This design comes from an exercise in tuning for small area and a short achievable clock period on the open sky130 flow, not from production work. In this exercise RTL edits were held to simulation tests only and were not proved equivalent to the original. No activity file was given, so power comes from the tool's default toggle rates.

**flow/run.sh**
```bash
#!/bin/bash
# synth_recipe.tcl (not shown) runs the flow's synth.tcl, then flattens the netlist and writes it again
# the make line also repeats each setting of config.mk as NAME=value (left out here)
make -C /OpenROAD-flow-scripts/flow DESIGN_CONFIG=/design/flow/config.mk WORK_HOME=/design/flow/orfs CLKGATE_MAP_FILE= SYNTH_SCRIPT=/design/flow/synth_recipe.tcl finish
```
**flow/config.mk**
```make
export PLATFORM = sky130hd
export DESIGN_NAME = cpu
export DESIGN_NICKNAME = cpu
export VERILOG_FILES = /design/flow/design.v
export SDC_FILE = /design/flow/constraint.sdc
export NUM_CORES = 4
export LEC_CHECK = 0
export CAP_MARGIN = 20
export CORE_MARGIN = 2
export CORE_UTILIZATION = 40
export SLEW_MARGIN = 20
```
**flow/constraint.sdc**
```tcl
create_clock -name core_clock -period 20.0 [get_ports {clk}]
set_input_delay 4.0000 -clock core_clock [delete_from_list [all_inputs] [get_ports {clk}]]
set_output_delay 4.0000 -clock core_clock [all_outputs]
set_load 0.01 [all_outputs]
```
**flow/design.v**
```verilog
module add (a, b, c, g, p, s);                    
    input  a, b, c;                               
    output g, p, s;                               
    assign s = a ^ b ^ c;                         
    assign g = a & b;                             
    assign p = a | b;                             
endmodule
module gp (g,p,c_in,g_out,p_out,c_out);  
    input [1:0] g, p;                        
    input       c_in;                        
    output      g_out,p_out,c_out;           
    assign      g_out = g[1] | p[1] & g[0];  
    assign      p_out = p[1] & p[0];         
    assign      c_out = g[0] | p[0] & c_in;  
endmodule
module cla_2 (a, b, c_in, g_out, p_out, s);    
    input  [1:0] a, b;                                   
    input        c_in;                                   
    output       g_out, p_out;                           
    output [1:0] s;                                      
    wire   [1:0] g, p;                                   
    wire         c_out;                                  
    add a0 (a[0], b[0], c_in,  g[0], p[0], s[0]);        
    add a1 (a[1], b[1], c_out, g[1], p[1], s[1]);        
    gp gp0 (g, p, c_in, g_out, p_out, c_out);            
endmodule
module cla_4 (a,b,c_in,g_out,p_out,s);         
    input  [3:0] a, b;                                   
    input        c_in;                                   
    output       g_out, p_out;                           
    output [3:0] s;                                      
    wire   [1:0] g, p;                                   
    wire         c_out;                                  
    cla_2 a0 (a[1:0],b[1:0],c_in, g[0],p[0],s[1:0]);     
    cla_2 a1 (a[3:2],b[3:2],c_out,g[1],p[1],s[3:2]);     
    gp   gp0 (g,p,c_in, g_out,p_out,c_out);              
endmodule
module cla_8 (a,b,c_in,g_out,p_out,s);         
    input  [7:0] a, b;                                   
    input        c_in;                                   
    output       g_out, p_out;                           
    output [7:0] s;                                      
    wire   [1:0] g, p;                                   
    wire         c_out;                                  
    cla_4 a0 (a[3:0],b[3:0],c_in, g[0],p[0],s[3:0]);     
    cla_4 a1 (a[7:4],b[7:4],c_out,g[1],p[1],s[7:4]);     
    gp   gp0 (g,p,c_in, g_out,p_out,c_out);              
endmodule
module cla_16 (a,b,c_in,g_out,p_out,s);       
    input  [15:0] a, b;                                  
    input         c_in;                                  
    output        g_out, p_out;                          
    output [15:0] s;                                     
    wire    [1:0] g, p;                                  
    wire          c_out;                                 
    cla_8 a0 (a[7:0], b[7:0], c_in, g[0],p[0],s[7:0]);   
    cla_8 a1 (a[15:8],b[15:8],c_out,g[1],p[1],s[15:8]);  
    gp   gp0 (g,p,c_in, g_out,p_out,c_out);              
endmodule
module cla_32 (a,b,c_in,g_out,p_out,s);       
    input  [31:0] a, b;                                  
    input         c_in;                                  
    output        g_out, p_out;                          
    output [31:0] s;                                     
    wire    [1:0] g, p;                                  
    wire          c_out;                                 
    cla_16 a0 (a[15:0], b[15:0], c_in, g[0],p[0],s[15:0]);    
    cla_16 a1 (a[31:16],b[31:16],c_out,g[1],p[1],s[31:16]);   
    gp    gp0 (g,p,c_in,g_out,p_out,c_out);
endmodule
module cla32 (a,b,ci,s, cout);     
    input  [31:0] a, b;                                  
    input         ci;                                    
    output [31:0] s;                                     
    output cout;
	 wire          g_out, p_out;                          
	 cla_32 cla (a, b, ci, g_out, p_out, s);              
	 assign cout = g_out | (p_out & ci);
endmodule
module addsub32 (a,b,sub,s, c);                       
    input  [31:0] a, b;                            
    input         sub;                             
    output [31:0] s;                               
	 output c;
    wire   [31:0] b_xor_sub = b ^ {32{sub}};       
    cla32 as32 (a, b_xor_sub, sub, s, c);             
endmodule
module mux2x32 (a0,a1,s,y);                     
    input  [31:0] a0, a1;                       
    input         s;                            
    output [31:0] y;                            
    assign        y = s ? a1 : a0;              
endmodule
module mux4x32 (a0,a1,a2,a3,s,y);  
    input  [31:0] a0, a1, a2, a3;  
    input   [1:0] s;               
    output [31:0] y;               
    function  [31:0] select;       
        input [31:0] a0,a1,a2,a3;  
        input  [1:0] s;            
        case (s)                   
            2'b00: select = a0;    
            2'b01: select = a1;    
            2'b10: select = a2;    
            2'b11: select = a3;    
        endcase
    endfunction
    assign y = select(a0,a1,a2,a3,s);    
endmodule
module mul_signed (a,b,z);                           
    input   [15:0] a, b;                              
    output [31:0] z;                                 
    wire    [15:0] ab0 = a & {16{b[0]}};               
    wire    [15:0] ab1 = a & {16{b[1]}};               
    wire    [15:0] ab2 = a & {16{b[2]}};               
    wire    [15:0] ab3 = a & {16{b[3]}};               
    wire    [15:0] ab4 = a & {16{b[4]}};               
    wire    [15:0] ab5 = a & {16{b[5]}};               
    wire    [15:0] ab6 = a & {16{b[6]}};               
    wire    [15:0] ab7 = a & {16{b[7]}};               
	 wire    [15:0]  ab8 = a & {16{b[8]}};               
    wire    [15:0]  ab9 = a & {16{b[9]}};               
    wire    [15:0] ab10 = a & {16{b[10]}};               
    wire    [15:0] ab11 = a & {16{b[11]}};               
    wire    [15:0] ab12 = a & {16{b[12]}};               
    wire    [15:0] ab13 = a & {16{b[13]}};               
    wire    [15:0] ab14 = a & {16{b[14]}};               
    wire    [15:0] ab15 = a & {16{b[15]}};               
	 assign z = (({16'b1,~ab0[15], ab0[14:0]}        +   
                 {15'b0,~ab1[15], ab1[14:0],1'b0})  +   
                ({14'b0,~ab2[15], ab2[14:0],2'b0}   +   
                 {13'b0,~ab3[15], ab3[14:0],3'b0})) +   
					(({12'b0,~ab4[15], ab4[14:0],4'b0}   +   
                 {11'b0,~ab5[15], ab5[14:0],5'b0})  +   
                ({10'b0,~ab6[15], ab6[14:0],6'b0}   +   
                 { 9'b0,~ab7[15], ab7[14:0],7'b0})) +   
					(({ 8'b0,~ab8[15], ab8[14:0],8'b0}   +   
                 { 7'b0,~ab9[15], ab9[14:0],9'b0})  +   
                ({ 6'b0,~ab10[15],ab10[14:0],10'b0}   +   
                 { 5'b0,~ab11[15], ab11[14:0],11'b0})) +   
					(({ 4'b0,~ab12[15], ab12[14:0],12'b0}   +   
                 { 3'b0,~ab13[15], ab13[14:0],13'b0})  +   
                ({ 2'b0,~ab14[15], ab14[14:0],14'b0}   +   
                 { 1'b1, ab15[15], ~ab15[14:0],15'b0}));   
endmodule
module shift_mux (d,sa,right,arith,sh, c);          
    input  [31:0] d;                             
    input   [4:0] sa;                            
    input         right;                         
    input         arith;                         
    output [31:0] sh;                            
	 output c;                                    
    wire   [31:0] t0, t1, t2, t3, t4;            
    wire   [31:0] s1, s2, s3, s4;                
    wire          a = d[31] & arith;             
    wire   [15:0] e = {16{a}};                   
    parameter     z = 16'b0;                     
	 wire   [31:0] sdl4,sdl3,sdl2,sdl1,sdl0;      
    wire   [31:0] sdr4,sdr3,sdr2,sdr1,sdr0;      
	 wire   c_sdl4,c_sdl3,c_sdl2,c_sdl1,c_sdl0;      
    wire   c_sdr4,c_sdr3,c_sdr2,c_sdr1,c_sdr0;      
	 wire clr0, clr1, clr2, clr3, clr4;                 
	 wire c1, c2, c3, c4;                         
	 assign  sdl4  =  {d[15:0],  z};              
    assign  sdl3  =  {s4[23:0], z[7:0]};         
    assign  sdl2  =  {s3[27:0], z[3:0]};         
    assign  sdl1  =  {s2[29:0], z[1:0]};         
    assign  sdl0  =  {s1[30:0], z[0]};           
	 assign  c_sdl4  =  d[16];          
    assign  c_sdl3  =  s4[24];         
    assign  c_sdl2  =  s3[28];         
    assign  c_sdl1  =  s2[30];         
    assign  c_sdl0  =  s1[31];         
	 assign  sdr4  =  {e,        d[31:16]};       
    assign  sdr3  =  {e[7:0],   s4[31:8]};       
    assign  sdr2  =  {e[3:0],   s3[31:4]};       
    assign  sdr1  =  {e[1:0],   s2[31:2]};       
    assign  sdr0  =  {e[0],     s1[31:1]};       
	 assign  c_sdr4  =  d[15];       
    assign  c_sdr3  =  s4[7];       
    assign  c_sdr2  =  s3[3];       
    assign  c_sdr1  =  s2[1];       
    assign  c_sdr0  =  s1[0];       
	 mux2x32 m_right4 (sdl4, sdr4, right, t4);    
    mux2x32 m_right3 (sdl3, sdr3, right, t3);    
    mux2x32 m_right2 (sdl2, sdr2, right, t2);    
    mux2x32 m_right1 (sdl1, sdr1, right, t1);    
    mux2x32 m_right0 (sdl0, sdr0, right, t0);    
	 mux2x32 c_right4 (c_sdl4, c_sdr4, right, clr4);    
    mux2x32 c_right3 (c_sdl3, c_sdr3, right, clr3);    
    mux2x32 c_right2 (c_sdl2, c_sdr2, right, clr2);    
    mux2x32 c_right1 (c_sdl1, c_sdr1, right, clr1);    
    mux2x32 c_right0 (c_sdl0, c_sdr0, right, clr0);    
	 mux2x32 m_shift4 (d,      t4, sa[4], s4);    
    mux2x32 m_shift3 (s4,     t3, sa[3], s3);    
    mux2x32 m_shift2 (s3,     t2, sa[2], s2);    
    mux2x32 m_shift1 (s2,     t1, sa[1], s1);    
    mux2x32 m_shift0 (s1,     t0, sa[0], sh);    
	 mux2x32 c_shift4 (1'b0,      clr4, sa[4], c4);    
    mux2x32 c_shift3 (c4,     clr3, sa[3], c3);    
    mux2x32 c_shift2 (c3,     clr2, sa[2], c2);    
    mux2x32 c_shift1 (c2,     clr1, sa[1], c1);    
    mux2x32 c_shift0 (c1,     clr0, sa[0], c);    
endmodule
module alu (a,b,op,r,zf,sf,cf);            
    input  [31:0] a, b;               
    input   [3:0] op;               
    output [31:0] r;                  
    output        zf;                  
	 output        sf;					   
	 output        cf; 					   
    wire   [31:0] d_and = a & b;                              
    wire   [31:0] d_or  = a | b;                              
    wire   [31:0] d_xor = a ^ b;                              
	 wire [31:0] d_andor, d_andor_xor;
    mux2x32 select_andor     (d_and   ,d_or  ,op[2] ,d_andor);	 
    mux2x32 select_andor_xor (d_andor ,d_xor ,op[3] ,d_andor_xor);	 
    wire   [31:0] d_as, d_sh, d_mul;  
	 wire cf1, cf2;
    addsub32 as32 (a,b,op[2],d_as, cf1);                         
	 mul_signed mul32 ( a[15:0], b[15:0], d_mul);          
    shift_mux shifter (a,b[4:0],op[2],op[3],d_sh, cf2);            
    mux4x32 res (d_as,d_mul,d_andor_xor,d_sh,op[1:0],r);   
    assign zf = ~|r;                 
	 assign cf = (cf1 & ~op[1] & ~op[0]) | (cf2 & op[1] & op[0]);				 
	 assign sf = r[31];
endmodule
module dff32 (d,clk,clrn,q);                             
    input      [31:0] d;                                 
    input             clk, clrn;                         
    output reg [31:0] q;                                 
    always @(negedge clrn or posedge clk)
        if (!clrn) q <= 0;                               
        else       q <= d;                               
endmodule
module dffe1 (d,clk,clrn,e,q);                          
    input             d;                                 
    input             e;                                 
    input             clk, clrn;                         
    output reg        q;                                 
    always @(negedge clrn or posedge clk)
        if (!clrn)  q <= 0;                              
        else if (e) q <= d;                              
endmodule
module flag_registers (zf,sf,cf,clk,clrn,dzf,dsf,dcf);
    input zf,sf,cf;                                 
    input clk, clrn;                                  
	 output dzf,dsf,dcf;                                 
	 wire [31:0] e = 32'b1;
    wire  register[2:0];  
	 dffe1 reg01  (zf,clk,clrn,e,register[0]);     
    dffe1 reg02  (sf,clk,clrn,e,register[1]);     
    dffe1 reg03  (cf,clk,clrn,e,register[2]);     
	 assign dzf = register[0];
	 assign dsf = register[1];
	 assign dcf = register[2];
endmodule
module regfile (ra1,ra2,rwd,rw,we,clk,clrn,rd1,rd2,reg1,reg2);
    input   [4:0] ra1,ra2,rw;                                 
    input  [31:0] rwd;                                          
    input         we;                                         
    input         clk, clrn;                                  
    output [31:0] rd1,rd2;                                      
    output [31:0] reg1,reg2;                                      
	 wire   [31:0] e;                                          
	 reg [31:0] register [1:5];  
	 assign rd1 = ((ra1 == 0) || (ra1 > 5))? 0 : register[ra1];  
	 assign rd2 = ((ra2 == 0) || (ra2 > 5))? 0 : register[ra2];  
	 assign reg1 = register[5];  
	 assign reg2 = register[4];  
	integer i;
	always @(posedge clk or negedge clrn)  
	if (!clrn)
		for (i = 1; i < 6; i = i + 1)
		register[i] <= 0;  
	else
		if ((rw != 0) && (rw <= 5) && we)  
			register[rw] <= rwd;  
endmodule
module controlunit (op,zf, sf, cf, alu_op, wreg, imm_select, jmp_select);             
	  input  [5:0] op;                           
	  input        zf;                               
	  input        sf;                               
	  input        cf;                               
	  output [3:0] alu_op;                               
	  output       wreg;                              	 
	  output       imm_select;                     		 
	  output       jmp_select;                     		 
	  wire i_add  = ~op[5] & ~op[4] & ~op[3] & ~op[2] & ~op[1] & ~op[0];  
	  wire i_sub  = ~op[5] & ~op[4] & ~op[3] & ~op[2] & ~op[1] &  op[0];  
	  wire i_mul  = ~op[5] & ~op[4] & ~op[3] & ~op[2] &  op[1] & ~op[0];  
	  wire i_and  = ~op[5] & ~op[4] & ~op[3] & ~op[2] &  op[1] &  op[0];  
	  wire i_or   = ~op[5] & ~op[4] & ~op[3] &  op[2] & ~op[1] & ~op[0];  
	  wire i_xor  = ~op[5] & ~op[4] & ~op[3] &  op[2] & ~op[1] &  op[0];  
	  wire i_sll  = ~op[5] & ~op[4] & ~op[3] &  op[2] &  op[1] & ~op[0];  
	  wire i_srl  = ~op[5] & ~op[4] & ~op[3] &  op[2] &  op[1] &  op[0];  
	  wire i_sra  = ~op[5] & ~op[4] &  op[3] & ~op[2] & ~op[1] & ~op[0];  
	  wire i_cmp  = ~op[5] & ~op[4] &  op[3] & ~op[2] & ~op[1] &  op[0];  
	  wire i_addi  = ~op[5] &  op[4] & ~op[3] & ~op[2] & ~op[1] & ~op[0];  
	  wire i_subi  = ~op[5] &  op[4] & ~op[3] & ~op[2] & ~op[1] &  op[0];  
	  wire i_muli  = ~op[5] &  op[4] & ~op[3] & ~op[2] &  op[1] & ~op[0];  
	  wire i_andi  = ~op[5] &  op[4] & ~op[3] & ~op[2] &  op[1] &  op[0];  
	  wire i_ori   = ~op[5] &  op[4] & ~op[3] &  op[2] & ~op[1] & ~op[0];  
	  wire i_xori  = ~op[5] &  op[4] & ~op[3] &  op[2] & ~op[1] &  op[0];  
	  wire i_slli  = ~op[5] &  op[4] & ~op[3] &  op[2] &  op[1] & ~op[0];  
	  wire i_srli  = ~op[5] &  op[4] & ~op[3] &  op[2] &  op[1] &  op[0];  
	  wire i_srai  = ~op[5] &  op[4] &  op[3] & ~op[2] & ~op[1] & ~op[0];  
	  wire i_cmpi  = ~op[5] &  op[4] &  op[3] & ~op[2] & ~op[1] &  op[0];  
	  wire i_jmp   =  op[5] &  op[4] & ~op[3] & ~op[2] & ~op[1] & ~op[0];  
	  wire i_je    =  op[5] &  op[4] & ~op[3] & ~op[2] & ~op[1] &  op[0];  
	  wire i_jne   =  op[5] &  op[4] & ~op[3] & ~op[2] &  op[1] & ~op[0];  
	  wire i_jl    =  op[5] &  op[4] & ~op[3] & ~op[2] &  op[1] &  op[0];  
	  wire i_jle   =  op[5] &  op[4] & ~op[3] &  op[2] & ~op[1] & ~op[0];  
	  wire i_jg    =  op[5] &  op[4] & ~op[3] &  op[2] & ~op[1] &  op[0];  
	  wire i_jge   =  op[5] &  op[4] & ~op[3] &  op[2] &  op[1] & ~op[0];  
	  wire i_jc    =  op[5] &  op[4] & ~op[3] &  op[2] &  op[1] &  op[0];  
	  wire i_jnc   =  op[5] &  op[4] &  op[3] & ~op[2] & ~op[1] & ~op[0];  
	  wire i_jz    =  op[5] &  op[4] &  op[3] & ~op[2] & ~op[1] &  op[0];  
	  wire i_jnz   =  op[5] &  op[4] &  op[3] & ~op[2] &  op[1] & ~op[0];  
	  assign wreg    = i_add  | i_sub  |  i_mul | i_and  | i_or  | i_xor  | i_sll  | i_srl  | i_sra  |
							 i_addi | i_subi |  i_muli| i_andi | i_ori | i_xori | i_slli | i_srli | i_srai;
	  assign imm_select = ~op[5] &  op[4];
	  assign alu_op[3] = i_sra | i_srai | i_xor | i_xori;                         
	  assign alu_op[2] = i_sub  | i_subi | i_srl  | i_srli  | i_or  | i_ori | i_sra | i_srai | i_cmp |i_cmpi;
	  assign alu_op[1] = i_and  | i_andi  | i_or  | i_ori  | i_xor | i_xori | 
							  i_sll | i_slli  | i_srl | i_srli | i_sra | i_srai;
	  assign alu_op[0] = i_mul  | i_muli | i_sll | i_slli  | i_srl | i_srli | i_sra | i_srai;
	  assign jmp_select = i_jmp | (i_je & zf & ~sf) | (i_jne & ~zf) | (i_jl & (sf & ~zf)) | (i_jle & (sf | zf)) |
								 (i_jg & ~sf & ~zf) | (i_jge & (~sf | zf)) | (i_jc & cf) | (i_jnc & ~cf) |
								  (i_jz & zf) | (i_jnz & ~zf);
endmodule
module cpu (clk,clrn,inst,pc,alu_out,reg1,reg2);
    input  [31:0] inst;                            
    input         clk, clrn;                       
	 output [31:0] pc;                              
    output [31:0] alu_out;                             
	 output [31:0] reg1,reg2;                                      
    wire    [5:0] op   = inst[31:26];              
    wire    [4:0] rc   = inst[25:21];              
    wire    [4:0] ra   = inst[20:16];              
    wire    [4:0] rb   = inst[15:11];              
    wire   [15:0] imm  = inst[15:00];              
    wire   [7:0] addr = inst[25:18];              
    wire    [3:0] alu_op;                          
	 wire          imm_select;                      
    wire          wreg;                            
    wire          jmp_select;                      
    wire   [31:0] p1;                              
    wire   [31:0] npc;                             
	 wire   [31:0] alua;                            
    wire   [31:0] alub;                            
    wire   [31:0] r;                               
	 wire   [31:0] rwd;                              
    wire   [31:0] rd1;                              
    wire   [31:0] rd2;                              
	 wire   [15:0] s16 = {16{imm_select & inst[15]}};     
	 wire   [31:0] i32 = {s16,imm};                 
	 wire   [23:0] s24  = {24{1'b0}};
	 wire   [31:0] addr_ext = {s24,addr};
	 wire          zf;                               
	 wire          sf;                               
	 wire          cf;                               
	 wire          dzf;                              
	 wire          dsf;                              
	 wire          dcf;                              
	 controlunit cu(op,dzf, dsf, dcf, alu_op, wreg, imm_select, jmp_select);
	 cla32 pcplus1 (pc,32'h1,1'b0,p1);                
	 mux2x32 ok(p1,addr_ext, jmp_select, npc);
    dff32 inst_pointer (npc,clk,clrn,pc);            
	 mux2x32 iselect (rd2,i32,imm_select,alub);
	 regfile rf (ra,rb,rwd,rc,wreg,clk,clrn,rd1,rd2,reg1,reg2);  
	 assign alua = rd1;
    alu alunit (alua,alub,alu_op,r,zf,sf,cf);   
    flag_registers flag (zf,sf,cf,clk,clrn,dzf,dsf,dcf);  
	 assign alu_out = r;
	 assign rwd = r;
endmodule
```
==> flow_metrics.py <==
metrics = {
    "grt": {
        "grt_max_degree": 97,
        "use_met3_pct": 7.82,
        "first_global_vias": 25862,
        "grt_pass1_wl_um": 176000,
        "grt_antenna_before_repair": 7,
        "top_usage_layer": "met2",
        "globalRouteMet1Util_pct": 43.8,
        "grtUsageMet2_pct": 50.7,
        "grt_use_total_pct": 33.3,
        "overflow": 0,
    },
    "finish": {
        "nets": 3766,
        "n_fill_cell": 6924,
        "drive_above_1_share_pct": 12.2,
        "syn_to_final_growth_pct": 10.9,
        "final_util_pct": 44.8,
    },
    "clocking": {
        "cts_made_buffers": 17,
        "cts_sinks": 195,
        "cts_tree": "done",
        "clk_pin_slew_worst_paths_ps": 80,
        "htreeDepth": 4,
        "clk_path_buf_depth": 2,
        "post_cts_buffers": 0,
        "cts_repair_resize_count": 0,
        "hold_buffers": 0,
        "clk_latency_ps": 460,
        "root_buffer": "clkbuf_16",
    },
    "synthesis": {
        "synth_area_per_cell_sq_um": 8.55,
        "synth_cell_type_count": 111,
        "synth-simple-area-share_pct": 14.4,
        "syn_area_sq_mm": 0.0278,
        "seq_area_frac_synth_pct": 17.6,
        "synthMuxAreaShare_pct": 9.45,
        "synth_compound_area_share_pct": 20.6,
        "yosysTopAreaCell": "dfrtp_1",
        "async_flop_share_pct": 100,
        "synthAdderAreaFrac_pct": 26.1,
        "synthesis.nets": 3734,
        "ys_ff_latch": 195,
        "synth_xor_area_share_pct": 2.52,
        "yosysWarnings": 38,
        "synthMostInstantiatedCell": "nor2_1",
        "synth_top_family_by_area": "adder cells",
        "synth_common_cells": "nor2_1 (341), inv_1 (319), nand2_1 (304), ha_1 (239), fa_1 (213)",
        "synth_edf_count": 0,
        "synth_area_leaders": "dfrtp_1 (18%), fa_1 (15%), ha_1 (11%)",
        "synthCells": 3248,
        "post-synth-top-area-fraction_pct": 17.6,
        "synth_ff_type": "dfrtp_1",
    },
    "flow_run": {
        "cap_violations": 0,
    },
    "pwr": {
        "seq_power_share_pct": 33.9,
        "power_leakage_uw": 0.0138,
        "ir_drop_mv": 0.0540,
        "p_per_area_mw_per_mm2": 46.5,
        "power_uw": 1430,
        "clkPwrFrac_pct": 26.8,
        "pwr-share-comb_pct": 39.3,
        "switchingPower_uw": 608,
        "p_int_uw": 823,
        "switching_share_pct": 42.5,
    },
    "setup_path": {
        "critPathMostFrequentCell": "fa_1",
        "cp.arrival_ps": 14920,
        "r2r_slack_ps": 9890,
        "critPathMaxStageDelay_ps": 1080,
        "timing.rr.start": "rf.register[2][13]",
        "r2r_end": "flag.reg01.q",
        "setup.worst_path.end_class": "primary output",
        "cp-endpoint": "alu_out[31]",
        "reg2regPathDepth": 30,
        "critPathMaxFanout": 20,
        "slowest_stage": "and3b_1",
        "cp-start-kind": "input pin",
        "crit_path_start": "inst[17]",
        "cp.required_ps": 16000,
        "crit_type": "in2out",
    },
    "floorplan": {
        "num_rows": 96,
        "die_area_sq_mm": 0.0716,
        "initial_core_util_pct": 40.4,
        "core_sq_mm": 0.0687,
        "die_w_um": 268,
        "io_pins": 162,
        "fp.dieH_um": 268,
    },
    "drt": {
        "drt_iter0_markers": 3433,
        "remaining_drc_errors": 0,
        "wire_per_inst_um": 28.5,
        "ant_nets": 0,
        "firstDrtPassIters": 6,
        "via_count": 26395,
        "routed_wl_um": 120000,
        "routed_via_density": 6.24,
    },
    "timing": {
        "hold_viol": 0,
        "fmax_mhz": 52.9,
        "post-route-period-util_pct": 94.6,
        "worst_slew_pin_slew_ps": 1170,
        "holdWs_ps": 497,
        "finalSetupViolations": 0,
        "worst_slack_ps": 1080,
        "finalClockSkew_ps": 30.0,
        "period_minus_slack_ps": 18920,
        "fin_tns_setup_ps": 0,
        "rsz0062_at_grt": "no",
        "drv_slew": 0,
        "maxSlewHeadroom_pct": 21.6,
    },
    "placement": {
        "place_ws_ps": 1420,
        "gp_congestion": 1.03,
        "port_buffers": 161,
        "dpl.hpwl_um": 90100,
    },
    "worst_hold_path": {
        "whs_path_depth": 1,
        "hold_class": "reg2reg",
    },
    "outcome": {
        "outcome": "no timing/DRC/antenna violations",
    },
}
worst min-delay path by stage:
stage,startpoint,end,slack (ps)
5_1_grt,inst_pointer.q[0],inst_pointer.q[0],520
3_3_place_gp,inst_pointer.q[0],inst_pointer.q[0],480
4_1_cts,inst_pointer.q[0],inst_pointer.q[0],500
3_5_place_dp,inst_pointer.q[0],inst_pointer.q[0],490
2_1_floorplan,inst_pointer.q[0],inst_pointer.q[0],450
6_report,inst_pointer.q[0],inst_pointer.q[0],500
placed cells by master, fill, tap and decap left out, types with 16 or more instances in the layout:
master / n
nor3_1: 63
o21ai_0: 127
ha_1: 239
a22o_1: 34
mux2_2: 168
o21ai_1: 22
fa_1: 213
o31ai_1: 16
nand3_1: 45
a31oi_1: 18
inv_1: 318
dfrtp_1: 195
mux2i_1: 72
nor2_1: 338
clkbuf_16: 17
o211ai_1: 34
and3_1: 19
a21oi_1: 157
xnor2_1: 61
and2_1: 21
clkdlybuf4s50_1: 158
o22ai_1: 30
o221ai_1: 18
nand2_1: 304
a22oi_1: 34
a211oi_1: 59
xor2_1: 19
buf_4: 98
o2bb2ai_1: 30
a221oi_1: 22
cell type report:
type                    count  area (sq um)  area share, %
diodes                      4          10.0         0.0325
well taps                 931          1160           3.78
inverters                 335          1260           4.08
flip-flops and latches    195          4880           15.8
clock inverters            15           216          0.703
clock buffers              17           425           1.38
multi-input cells        2468         20400           66.3
repair buffers            263          2430           7.90
flip-flops by register name, indices dropped and copies added (netlist names):
| name | cells |
|---|---|
| flag.reg03.q | 1 |
| rf.register | 160 |
| flag.reg01.q | 1 |
| inst_pointer.q | 32 |
| flag.reg02.q | 1 |
power groups by stage:
stage | registers (uW) | logic (uW) | clock network, uW
CTS | 484 | 546 | 389
finish | 485 | 563 | 383
global route | 490 | 592 | 404
floorplan | 481 | 309 | 0
global placement | 491 | 542 | 0
detailed placement | 492 | 543 | 0
critical path, delay by kind of cell:
kind	cells	cell delay [ps]
compound gates	9	2670
xor+xnor	1	110
fa+ha+maj	7	3170
buf+inv	9	2700
simple gates	5	2200
cells by family (layout without fill, tap and decap cells):
kind of cell / after synthesis / count (layout)
AO/OA/AOI/OAI: 793 / 793
adder cells (fa/ha/maj): 452 / 452
other: 0 / 4
AND/OR/NAND/NOR: 902 / 902
multiplexers: 241 / 241
XOR/XNOR: 80 / 80
buffers and inverters: 585 / 630
flip-flops: 195 / 195
per-layer routing:
metal	up-vias	part of all wire [%]
li1	11358	-
met1	13035	40
met2	1615	43
met3	379	10
met4	8	6.3
met5	-	0.045
through the flow:
stage / instances / cell area [sq um]
2_1_floorplan: 3248 / 27800
3_3_place_gp: 4189 / 30100
3_5_place_dp: 4191 / 30100
4_1_cts: 4223 / 30800
5_1_grt: 4224 / 30800
6_report: 4228 / 30800

re-timing with driven ports:
The flow's constraints put no driver on any port. The routed layout listed below was extracted and timed again, unchanged, in two steps. Step 1 assumes that a clkbuf_16 drives the clock port and a buf_2 every other input. Step 2 adds t to the input delays and takes it off the output delays; t is the mean of the earliest and latest rising clock arrival at the registers after step 1. Input paths then give back, and output paths get back, about the clock's delay inside the block. a / b / c = ideal ports / drivers / drivers and shift; a / b = the first two.
t, ns: 0.509
setup WS [ns]: 1.083 / 1.057 / 1.057
worst setup path after step 2: input to output
worst register clock-pin slew, ns: 0.10 / 0.10
After both steps this run still meets setup and hold. For this run, drivers alone change the setup slack by -0.026 ns; drivers and shift together by -0.026 ns.
